Source: an optimization exercise on an open RTL-to-GDS flow (aim: small area and a short achievable clock period). Production flows keep margins and buffers that such runs may drop.
The RTL was checked by simulation tests, not by an equivalence proof against the original design.
Power figures rest on the tool's default switching activity, not on a simulated workload.

==> module ksadd, before the edit <==
module ksadd #(parameter W = 32) (
    input  [W-1:0] a, b,
    output [W-1:0] s
);
    localparam L = (W > 32) ? 6 : 5;            
    wire [W-1:0] g [0:L];
    wire [W-1:0] p [0:L];
    bitand #(.W(W)) ug (.a(a), .b(b), .y(g[0]));
    bitxor #(.W(W)) up (.a(a), .b(b), .y(p[0]));
    genvar i;
    generate
        for (i = 0; i < L; i = i + 1) begin : lev
            kslevel #(.W(W), .D(1 << i), .INV(i % 2), .LAST(i == L - 1))
                l (.gi(g[i]), .pi(p[i]), .go(g[i+1]), .po(p[i+1]));
        end
    endgenerate
    wire [W-1:0] c = (L % 2) ? ~g[L] : g[L];
    assign s = p[0] ^ {c[W-2:0], 1'b0};
endmodule
==> module bitand, before the edit <==
module bitand #(parameter W = 32) (input [W-1:0] a, b, output [W-1:0] y);
    assign y = a & b;
endmodule
==> module bitxor, before the edit <==
module bitxor #(parameter W = 32) (input [W-1:0] a, b, output [W-1:0] y);
    assign y = a ^ b;
endmodule
==> flow/config.mk <==
export PLATFORM = sky130hd
export DESIGN_NAME = processor
export DESIGN_NICKNAME = processor
export VERILOG_FILES = /design/flow/design.v
export SDC_FILE = /design/flow/constraint.sdc
export NUM_CORES = 4
export LEC_CHECK = 0
export CAP_MARGIN = 20
export CORE_MARGIN = 2
export CORE_UTILIZATION = 50
export CTS_BUF_LIST = sky130_fd_sc_hd__clkbuf_16 sky130_fd_sc_hd__clkbuf_8
export CTS_CLUSTER_DIAMETER = 60
export CTS_CLUSTER_SIZE = 20
export SETUP_SLACK_MARGIN = 4.0
export SLEW_MARGIN = 30
export SYNTH_HIERARCHICAL = 1
export SYNTH_MINIMUM_KEEP_SIZE = 0
export TNS_END_PERCENT = 10
==> flow/constraint.sdc <==
create_clock -name core_clock -period 11.0 [get_ports {CLK}]
set_input_delay 2.2000 -clock core_clock [delete_from_list [all_inputs] [get_ports {CLK}]]
set_output_delay 2.2000 -clock core_clock [all_outputs]
set_load 0.01 [all_outputs]
run.sh (not shown) runs the stock make flow with config.mk's settings and CLKGATE_MAP_FILE= SYNTH_SCRIPT=/design/flow/synth_recipe.tcl, a recipe that flattens the netlist after the stock synthesis.
==> next run, changes <==
--- a/flow/design.v
+++ b/flow/design.v
@@ -154,8 +154,8 @@
     localparam L = (W > 32) ? 6 : 5;            
     wire [W-1:0] g [0:L];
     wire [W-1:0] p [0:L];
-    bitand #(.W(W)) ug (.a(a), .b(b), .y(g[0]));
-    bitxor #(.W(W)) up (.a(a), .b(b), .y(p[0]));
+    assign g[0] = a & b;
+    assign p[0] = a ^ b;
     genvar i;
     generate
         for (i = 0; i < L; i = i + 1) begin : lev
@@ -177,9 +177,3 @@
     assign go = INV ? gn : ~gn;
     assign po = LAST ? {W{1'b0}} : (INV ? pn : ~pn);
 endmodule
-module bitand #(parameter W = 32) (input [W-1:0] a, b, output [W-1:0] y);
-    assign y = a & b;
-endmodule
-module bitxor #(parameter W = 32) (input [W-1:0] a, b, output [W-1:0] y);
-    assign y = a ^ b;
-endmodule
Via count stays flat; global-route usage rises by 0.75 points; power rises by 1.1%; non-clock buffer count falls by 50; die area is about the same; setup slack gets better by 0.049 ns; routed wire length rises by 1.6%.

* * *

JK:
The RTL this note starts from:
==> flow/design.v <==
module processor (
    input         CLK, RESET,
    output [31:0] PCcurrent,
    input  [31:0] instruction,
    output        WEmem,
    output [31:0] Adres_mem,
    output [31:0] WriteData,
    input  [31:0] ReadData
);
    wire [5:0]  op  = instruction[31:26];
    wire [4:0]  rs  = instruction[25:21];
    wire [4:0]  rt  = instruction[20:16];
    wire [4:0]  rd  = instruction[15:11];
    wire [5:0]  fn  = instruction[5:0];
    wire [15:0] imm = instruction[15:0];
    wire [31:0] simm = {{16{imm[15]}}, imm};
    wire is_r    = ~op[5] & ~op[3] & ~op[2] & ~op[1];    
    wire is_qb   = op[4];                                
    wire is_imm  = op[5] | (op[3] & ~op[4]);             
    wire is_lw   = op[5] & ~op[3];                       
    wire is_beq  = op[2] & ~op[1];                       
    wire is_jr   = op[2] & op[1] & ~op[4];               
    wire is_jal  = op[1] & op[0] & ~op[5] & ~op[2];      
    wire is_rd   = is_r | is_qb;
    wire we      = op[5] ? ~op[3] : ~(op[2] & ~op[4]);
    assign WEmem = (op == 6'h2B);
    wire sub     = (is_r & fn[1]) | is_beq;    
    wire sat     = is_qb & instruction[8];     
    reg  [31:0] regs [1:31];
    wire [4:0]  wa = is_jal ? 5'd31 : (is_rd ? rd : rt);
    wire [31:0] wd;
    always @(posedge CLK) begin
        if (we && wa != 5'd0)
            regs[wa] <= wd;
    end
    wire [32*32-1:0] rflat;
    assign rflat[31:0] = 32'd0;
    genvar gi;
    generate
        for (gi = 1; gi < 32; gi = gi + 1) begin : rdat
            assign rflat[gi*32 +: 32] = regs[gi];
        end
    endgenerate
    wire [31:0] a, b;
    rdport rd_a (.r(rs), .d(rflat), .y(a));
    rdport rd_b (.r(rt), .d(rflat), .y(b));
    assign WriteData = b;
    ksadd #(.W(32)) addr_add (.a(a), .b(simm), .s(Adres_mem));
    wire [31:0] bx = is_imm ? simm : (b ^ {32{sub}});
    wire        ps = ~is_qb;    
    wire [34:0] a35 = {a[31:24], ps, a[23:16], ps, a[15:8], ps, a[7:0]};
    wire [34:0] b35 = {bx[31:24], 1'b0, bx[23:16], 1'b0, bx[15:8], 1'b0, bx[7:0]};
    wire [36:0] s37 = {1'b0, a35, 1'b1} + {1'b0, b35, sub};
    wire [35:0] s36 = s37[36:1];
    wire [31:0] sum = {s36[34:27], s36[25:18], s36[16:9], s36[7:0]};
    wire [3:0]  bc  = {s36[35], s36[26], s36[17], s36[8]};
    wire [31:0] sum_sat = sum | {{8{sat & bc[3]}}, {8{sat & bc[2]}}, {8{sat & bc[1]}}, {8{sat & bc[0]}}};
    wire        ltu = ~s36[35];
    integer k;
    wire        left = ~fn[1];
    wire        fill = fn[0] & b[31];
    reg  [31:0] brev, srev;
    always @(*) begin
        for (k = 0; k < 32; k = k + 1) brev[k] = b[31 - k];
    end
    wire [31:0] sx  = left ? brev : b;
    wire [31:0] sh1 = a[0] ? {fill, sx[31:1]}          : sx;
    wire [31:0] sh2 = a[1] ? {{2{fill}}, sh1[31:2]}    : sh1;
    wire [31:0] sh4 = a[2] ? {{4{fill}}, sh2[31:4]}    : sh2;
    wire [31:0] sh8 = a[3] ? {{8{fill}}, sh4[31:8]}    : sh4;
    wire [31:0] sr  = a[4] ? {{16{fill}}, sh8[31:16]}  : sh8;
    always @(*) begin
        for (k = 0; k < 32; k = k + 1) srev[k] = sr[31 - k];
    end
    wire [31:0] shres = left ? srev : sr;
    wire [31:0] pc4 = {PCcurrent[31:2] + 30'd1, PCcurrent[1:0]};
    wire r_alu   = is_r & fn[5];
    wire w_sum   = ~is_r ? ~(is_lw | is_jal) : (r_alu & ~fn[2] & ~fn[3]);
    wire w_shift = is_r & ~fn[5];
    wire w_and   = r_alu & fn[2] & ~fn[0];
    wire w_or    = r_alu & fn[2] & fn[0];
    wire w_slt   = r_alu & ~fn[2] & fn[3];
    assign wd = ({32{w_sum}}   & sum_sat)
              | ({32{w_shift}} & shres)
              | ({32{w_and}}   & (a & b))
              | ({32{w_or}}    & (a | b))
              | {31'd0, w_slt & ltu}
              | ({32{is_lw}}   & ReadData)
              | ({32{is_jal}}  & pc4);
    reg  [31:0] pc;
    assign PCcurrent = pc;
    wire [31:0] pcbr = {pc4[31:2] + simm[29:0], pc[1:0]};
    wire [31:0] pcj  = {pc4[31:28], instruction[25:0], 2'b00};
    wire        eq   = &(a ^ bx);    
    wire [31:0] npc  = is_jr ? a : is_jal ? pcj : (is_beq & eq) ? pcbr : pc4;
    always @(posedge CLK) begin
        if (RESET) pc <= 32'd0;
        else       pc <= npc;
    end
endmodule
module rdport (
    input  [4:0]         r,
    input  [32*32-1:0]   d,
    output [31:0]        y
);
    genvar s, g;
    generate
        for (s = 0; s < 4; s = s + 1) begin : sl
            wire [7:0]    lo;
            wire [3:0]    hi;
            wire [32*8-1:0] ds;
            for (g = 0; g < 32; g = g + 1) begin : reg8
                assign ds[g*8 +: 8] = d[g*32 + s*8 +: 8];
            end
            rdec  dec (.r(r), .lo(lo), .hi(hi));
            rmux8 mux (.lo(lo), .hi(hi), .d(ds), .y(y[s*8 +: 8]));
        end
    endgenerate
endmodule
module rdec (
    input      [4:0] r,
    output reg [7:0] lo,
    output reg [3:0] hi
);
    integer i;
    always @(*) begin
        for (i = 0; i < 8; i = i + 1) lo[i] = (r[2:0] == i);
        for (i = 0; i < 4; i = i + 1) hi[i] = (r[4:3] == i);
    end
endmodule
module rmux8 (
    input      [7:0]        lo,
    input      [3:0]        hi,
    input      [32*8-1:0]   d,
    output reg [7:0]        y
);
    integer g, l;
    reg [7:0] t;
    always @(*) begin
        y = 8'd0;
        for (g = 0; g < 4; g = g + 1) begin
            t = 8'd0;
            for (l = 0; l < 8; l = l + 1)
                if (g * 8 + l != 0)
                    t = t | ({8{lo[l]}} & d[(g * 8 + l) * 8 +: 8]);
            y = y | ({8{hi[g]}} & t);
        end
    end
endmodule
module ksadd #(parameter W = 32) (
    input  [W-1:0] a, b,
    output [W-1:0] s
);
    localparam L = (W > 32) ? 6 : 5;            
    wire [W-1:0] g [0:L];
    wire [W-1:0] p [0:L];
    assign g[0] = a & b;
    assign p[0] = a ^ b;
    genvar i;
    generate
        for (i = 0; i < L; i = i + 1) begin : lev
            kslevel #(.W(W), .D(1 << i), .INV(i % 2), .LAST(i == L - 1))
                l (.gi(g[i]), .pi(p[i]), .go(g[i+1]), .po(p[i+1]));
        end
    endgenerate
    wire [W-1:0] c = (L % 2) ? ~g[L] : g[L];
    assign s = p[0] ^ {c[W-2:0], 1'b0};
endmodule
module kslevel #(parameter W = 32, parameter D = 1, parameter INV = 0, parameter LAST = 0) (
    input  [W-1:0] gi, pi,
    output [W-1:0] go, po
);
    wire [W-1:0] gt = INV ? ~gi : gi;
    wire [W-1:0] pt = INV ? ~pi : pi;
    wire [W-1:0] gn = gt | (pt & {gt[W-1-D:0], {D{1'b0}}});
    wire [W-1:0] pn = pt & {pt[W-1-D:0], {D{1'b1}}};
    assign go = INV ? gn : ~gn;
    assign po = LAST ? {W{1'b0}} : (INV ? pn : ~pn);
endmodule
make LEC_CHECK=0 CAP_MARGIN=20 CORE_MARGIN=2 CORE_UTILIZATION=50 CTS_BUF_LIST='sky130_fd_sc_hd__clkbuf_8 sky130_fd_sc_hd__clkbuf_4' SETUP_SLACK_MARGIN=4.0 SLEW_MARGIN=30 SYNTH_HIERARCHICAL=1 SYNTH_MINIMUM_KEEP_SIZE=0 TNS_END_PERCENT=10 finish   # period 11.0 ns
Here is what was changed in the inputs of MS compared with JK.
-- flow/design.v --
<<< JK, line 155
    wire [W-1:0] g [0:L];
    wire [W-1:0] p [0:L];
    assign g[0] = a & b;
    assign p[0] = a ^ b;
    genvar i;
    generate
>>> MS, line 155
    wire [W-1:0] g [0:L];
    wire [W-1:0] p [0:L];
    bitand #(.W(W)) ug (.a(a), .b(b), .y(g[0]));
    bitxor #(.W(W)) up (.a(a), .b(b), .y(p[0]));
    genvar i;
    generate
<<< JK, line 178
    assign po = LAST ? {W{1'b0}} : (INV ? pn : ~pn);
endmodule
>>> MS, line 178
    assign po = LAST ? {W{1'b0}} : (INV ? pn : ~pn);
endmodule
module bitand #(parameter W = 32) (input [W-1:0] a, b, output [W-1:0] y);
    assign y = a & b;
endmodule
module bitxor #(parameter W = 32) (input [W-1:0] a, b, output [W-1:0] y);
    assign y = a ^ b;
endmodule
Notes after the runs:
Sort JK and MS by area growth from synthesis to layout, ascending, and JK comes first. In MS, the highest clock rate came out about 1.2% below the value in JK. The more densely filled core belongs to MS, not JK. As far as number of max-capacitance violations reported goes, MS and JK are indistinguishable; the numbers are identical. JK → MS: data arrival time of the critical path went up by 0.09 ns, critical path depth went down by 1, worst hold slack went down by 0.0055 ns, final cycle utilization of the critical path went up by 0.88 points. Per the comparison of MS with JK, cell leakage power increased by 2.1% relative to the old numbers, non-clock buffer count moved up, number of non-filler instances in the completed layout picked up an extra 79. Total wire length after detailed routing down 0.36% in MS wrt JK.

afterwards: timing with drivers on the ports:
Ports are ideal in the flow. The routed layouts listed here were re-timed in OpenROAD.
Step 1: set_driving_cell puts a clkbuf_16 on CLK and a buf_2 on each other input, an assumption about the parent block.
Step 2 moves the port delays by t, midway between the first and last clock arrival at a register: inputs arrive t later, outputs are due t later. That takes back most of the time a late clock gives input paths.
Three values: ideal ports, drivers, drivers and shift; two values: the first two.
run	t, ns	slack for setup (ns)	worst hold slack (ns)	slew at the worst register clock pin (ns)	pins driven straight from the clock port
the first run of note 1	0.770	3.315 / 2.987 / 2.789	0.697 / 0.697 / 0.697	0.08 / 0.08	1
the second run of note 1	0.786	3.364 / 2.909 / 2.760	0.700 / 0.700 / 0.700	0.09 / 0.09	1
JK	0.953	3.342 / 3.004 / 2.572	0.679 / 0.679 / 0.679	0.07 / 0.07	1
MS	0.941	3.246 / 2.893 / 2.691	0.674 / 0.674 / 0.674	0.07 / 0.07	1
After both steps every run listed still meets setup and hold. The setup slack of JK, which loses most, moves by -0.338 ns with the drivers and by -0.770 ns with both steps.
